Background: an optimization exercise with open tools, aiming at small area, a short achievable clock period and few clock cycles. Do not read the settings as production practice. Only simulation tests tie the RTL to the original design; equivalence was not proved. Power is estimated from default activity; no workload was simulated.

Design betterNeighborsInMyCluster, start of the top module:
module betterNeighborsInMyCluster(clock, nrst, start, address, wr_en, data_in, MY_CLUSTER_ID, mybest, besthop, bestvalue, bestneighborID, nextsinks, data_out, done);
==> flow/config.mk <==
export PLATFORM = sky130hd
export DESIGN_NAME = betterNeighborsInMyCluster
export DESIGN_NICKNAME = betterNeighborsInMyCluster
export VERILOG_FILES = /design/flow/design.v
export SDC_FILE = /design/flow/constraint.sdc
export NUM_CORES = 4
export LEC_CHECK = 0
export CAP_MARGIN = 20
export CORE_MARGIN = 2
export CORE_UTILIZATION = 40
export SLEW_MARGIN = 20
==> flow/constraint.sdc <==
create_clock -name core_clock -period 11.0 [get_ports {clock}]
set_input_delay 2.2000 -clock core_clock [delete_from_list [all_inputs] [get_ports {clock}]]
set_output_delay 2.2000 -clock core_clock [all_outputs]
set_load 0.01 [all_outputs]
standard.sh (not shown) runs the stock make flow with config.mk's settings and CLKGATE_MAP_FILE= SYNTH_SCRIPT=/design/flow/synth_recipe.tcl, a recipe that flattens the netlist after the stock synthesis.
==> flow/flow/run.sh <==
#!/bin/bash
set -o pipefail
bash standard.sh SETUP_SLACK_MARGIN=7 finish 2>&1 | tee flow_make.log
The first run ran to the end with no violations.
Testbench counts at the start, summed over its fixed seeds: cycles 50,154.
Next try:
==> flow/run.sh (new file) <==
#!/bin/bash
# synth_recipe.tcl (not shown) runs the flow's synth.tcl, then flattens the netlist and writes it again
# the make line also repeats each setting of config.mk as NAME=value (left out here)
make -C /OpenROAD-flow-scripts/flow DESIGN_CONFIG=/design/flow/config.mk WORK_HOME=/design/flow/orfs CLKGATE_MAP_FILE= SYNTH_SCRIPT=/design/flow/synth_recipe.tcl finish
Settings changed: SETUP_SLACK_MARGIN set to 5.
removed: flow/flow/run.sh
removed: flow/standard.sh
After rerunning: The new run finished clean; synthesized area stays the same; non-clock buffer count decreases by 68; final cell count decreases by about 3.5%; setup slack got worse by 1.4 ns; utilization decreases by 4.5 points; clock-buffer cell count decreases by 1; die area stays the same; design area decreases by about 9%; total power decreases by 8.0%; via count decreases by 4.1%; clock skew barely changes.
Next try:
Settings changed: SETUP_SLACK_MARGIN 5 to unset.
=> The new run passed the timing, DRC and antenna checks; setup slack got worse by 0.20 ns; sequential power is about the same; maximum frequency decreases by 3.6%; cell count is unchanged; design area is about the same; clock skew barely changes.
Next try:
==> flow/flow/run.sh (new file) <==
#!/bin/bash
set -o pipefail
bash standard.sh SETUP_SLACK_MARGIN=8 finish 2>&1 | tee flow_make.log
==> flow/standard.sh (new file) <==
#!/bin/bash
# synth_recipe.tcl (not shown) runs the flow's synth.tcl, then flattens the netlist and writes it again
# the make line also repeats each setting of config.mk as NAME=value (left out here)
make -C /OpenROAD-flow-scripts/flow DESIGN_CONFIG=/design/flow/config.mk WORK_HOME=/design/flow/orfs CLKGATE_MAP_FILE= SYNTH_SCRIPT=/design/flow/synth_recipe.tcl "${@:-finish}"
removed: flow/run.sh
=> Cell count increases by 9.2%. Final area increases by 18%. Worst setup slack improves by 1.5 ns. Power increases by 23%.

* * *

== try-violet ==
Another version of the RTL of betterNeighborsInMyCluster (not shown whole).
Size in the first run: about 1,700 cells after synthesis, roughly 210 flip-flops, about 14,000 sq um of cells after synthesis.
export LEC_CHECK = 0
export CAP_MARGIN = 20
export CORE_MARGIN = 2
export CORE_UTILIZATION = 40
export SLEW_MARGIN = 20
create_clock -name core_clock -period 11.0 [get_ports {clock}]
==> flow/flow/run.sh <==
#!/bin/bash
# The standard layout; timing repair aims at a tighter setup margin and the port buffers
# are plain buffers. The make output goes to flow_make.log, each ORFS step to its own log under orfs/logs.
set -o pipefail
bash standard.sh SETUP_SLACK_MARGIN=7.5 "BUFFER_PORTS_ARGS=-buffer_cell sky130_fd_sc_hd__buf_2" "CTS_BUF_LIST=sky130_fd_sc_hd__clkbuf_4 sky130_fd_sc_hd__clkbuf_8" ABC_AREA=1 finish 2>&1 | tee flow_make.log
Testbench counts of try-violet, summed over its fixed seeds: cycles 49,321.
Relative to try-violet, the following input files were edited for try-sierra:
==> flow/flow/run.sh <==
#!/bin/bash
# The standard layout; timing repair aims at a tighter setup margin and the port buffers
# are plain buffers. The make output goes to flow_make.log, each ORFS step to its own log under orfs/logs.
set -o pipefail
bash standard.sh SETUP_SLACK_MARGIN=7.5 "BUFFER_PORTS_ARGS=-buffer_cell sky130_fd_sc_hd__buf_2"  finish 2>&1 | tee flow_make.log
Notes after the runs:
Delta (try-sierra minus try-violet): proportion of power drawn by flip-flops and latches went up by 2.2 points, total power of the final layout went down by 7.6%. Of try-sierra and try-violet, the run reporting the lower layout-stage area growth over the synthesis result was try-violet. Relative to try-violet, per-cell routed wire length has gone up in try-sierra.
The following lists how try-tundra was set up differently from try-sierra:
-- flow/flow/run.sh --
<<< try-sierra, line 5
bash standard.sh SETUP_SLACK_MARGIN=7.5 "BUFFER_PORTS_ARGS=-buffer_cell sky130_fd_sc_hd__buf_2"  finish 2>&1 | tee flow_make.log
>>> try-tundra, line 5
bash standard.sh SETUP_SLACK_MARGIN=7.5 "BUFFER_PORTS_ARGS=-buffer_cell sky130_fd_sc_hd__buf_2" "CTS_BUF_LIST=sky130_fd_sc_hd__clkbuf_4 sky130_fd_sc_hd__clkbuf_8" CTS_CLUSTER_SIZE=16 CTS_CLUSTER_DIAMETER=60 finish 2>&1 | tee flow_make.log
Status | try-tundra and try-sierra | clean
Per the comparison of try-tundra with try-sierra, number of buffers added by the clock tree synthesis step -8.3%, normalized max-slew margin +0.16 points, met3 wire length -7.5%, cell total after placement ~0 delta.
The number of global-route vias before repair was comparable across try-tundra and try-sierra.
In the reports for try-tundra and try-sierra, the smaller final critical-path setup slack belongs to try-sierra.
From try-sierra to try-tundra the numbers moved as follows: relative contribution of combinational cells to total power up 3.1 points; sequential share of layout area up 0.57 points; die area flat.
Diff try-sierra -> try-tundra: first-iteration DRC count went up, maximum buffer depth of the clock tree barely changed.

## separate check: timing with driven ports
Ports are ideal in the flow. The routed layouts listed here were re-timed in OpenROAD. Step 1 (the two cells are an assumption about what drives the block):
set clk [get_ports {clock}]
set_driving_cell -lib_cell sky130_fd_sc_hd__clkbuf_16 $clk
set_driving_cell -lib_cell sky130_fd_sc_hd__buf_2 [delete_from_list [all_inputs] $clk]
Step 2, shift: input delay + t, output delay - t, t = (earliest + latest rising clock arrival at the registers) / 2. This alone moves slack from input paths to output paths. a / b / c = ideal ports / drivers / drivers and shift; a / b = the first two.
run | t, ns | setup WS [ns] | worst setup path after step 2 | latest minus earliest clock arrival (ns) | worst register clock-pin slew, ns
the first run of note 1 | 0.491 | 6.802 / 6.801 / 6.309 | input to register | 0.011 / 0.011 | 0.08 / 0.08
the second run of note 1 | 0.492 | 5.447 / 5.471 / 4.979 | input to register | 0.008 / 0.008 | 0.08 / 0.08
the third run of note 1 | 0.491 | 5.242 / 5.266 / 4.775 | input to register | 0.008 / 0.008 | 0.08 / 0.08
the fourth run of note 1 | 0.504 | 6.779 / 6.775 / 6.271 | input to register | 0.012 / 0.012 | 0.08 / 0.08
try-violet | 0.597 | 7.216 / 7.201 / 6.604 | input to register | 0.024 / 0.023 | 0.06 / 0.06
try-sierra | 0.575 | 7.009 / 7.002 / 6.427 | input to register | 0.017 / 0.017 | 0.06 / 0.06
try-tundra | 0.595 | 7.043 / 7.032 / 6.437 | input to register | 0.021 / 0.021 | 0.11 / 0.11
After both steps setup and hold are still met in every run listed. For try-violet, which loses most, drivers alone change the setup slack by -0.015 ns; drivers and shift together by -0.612 ns.
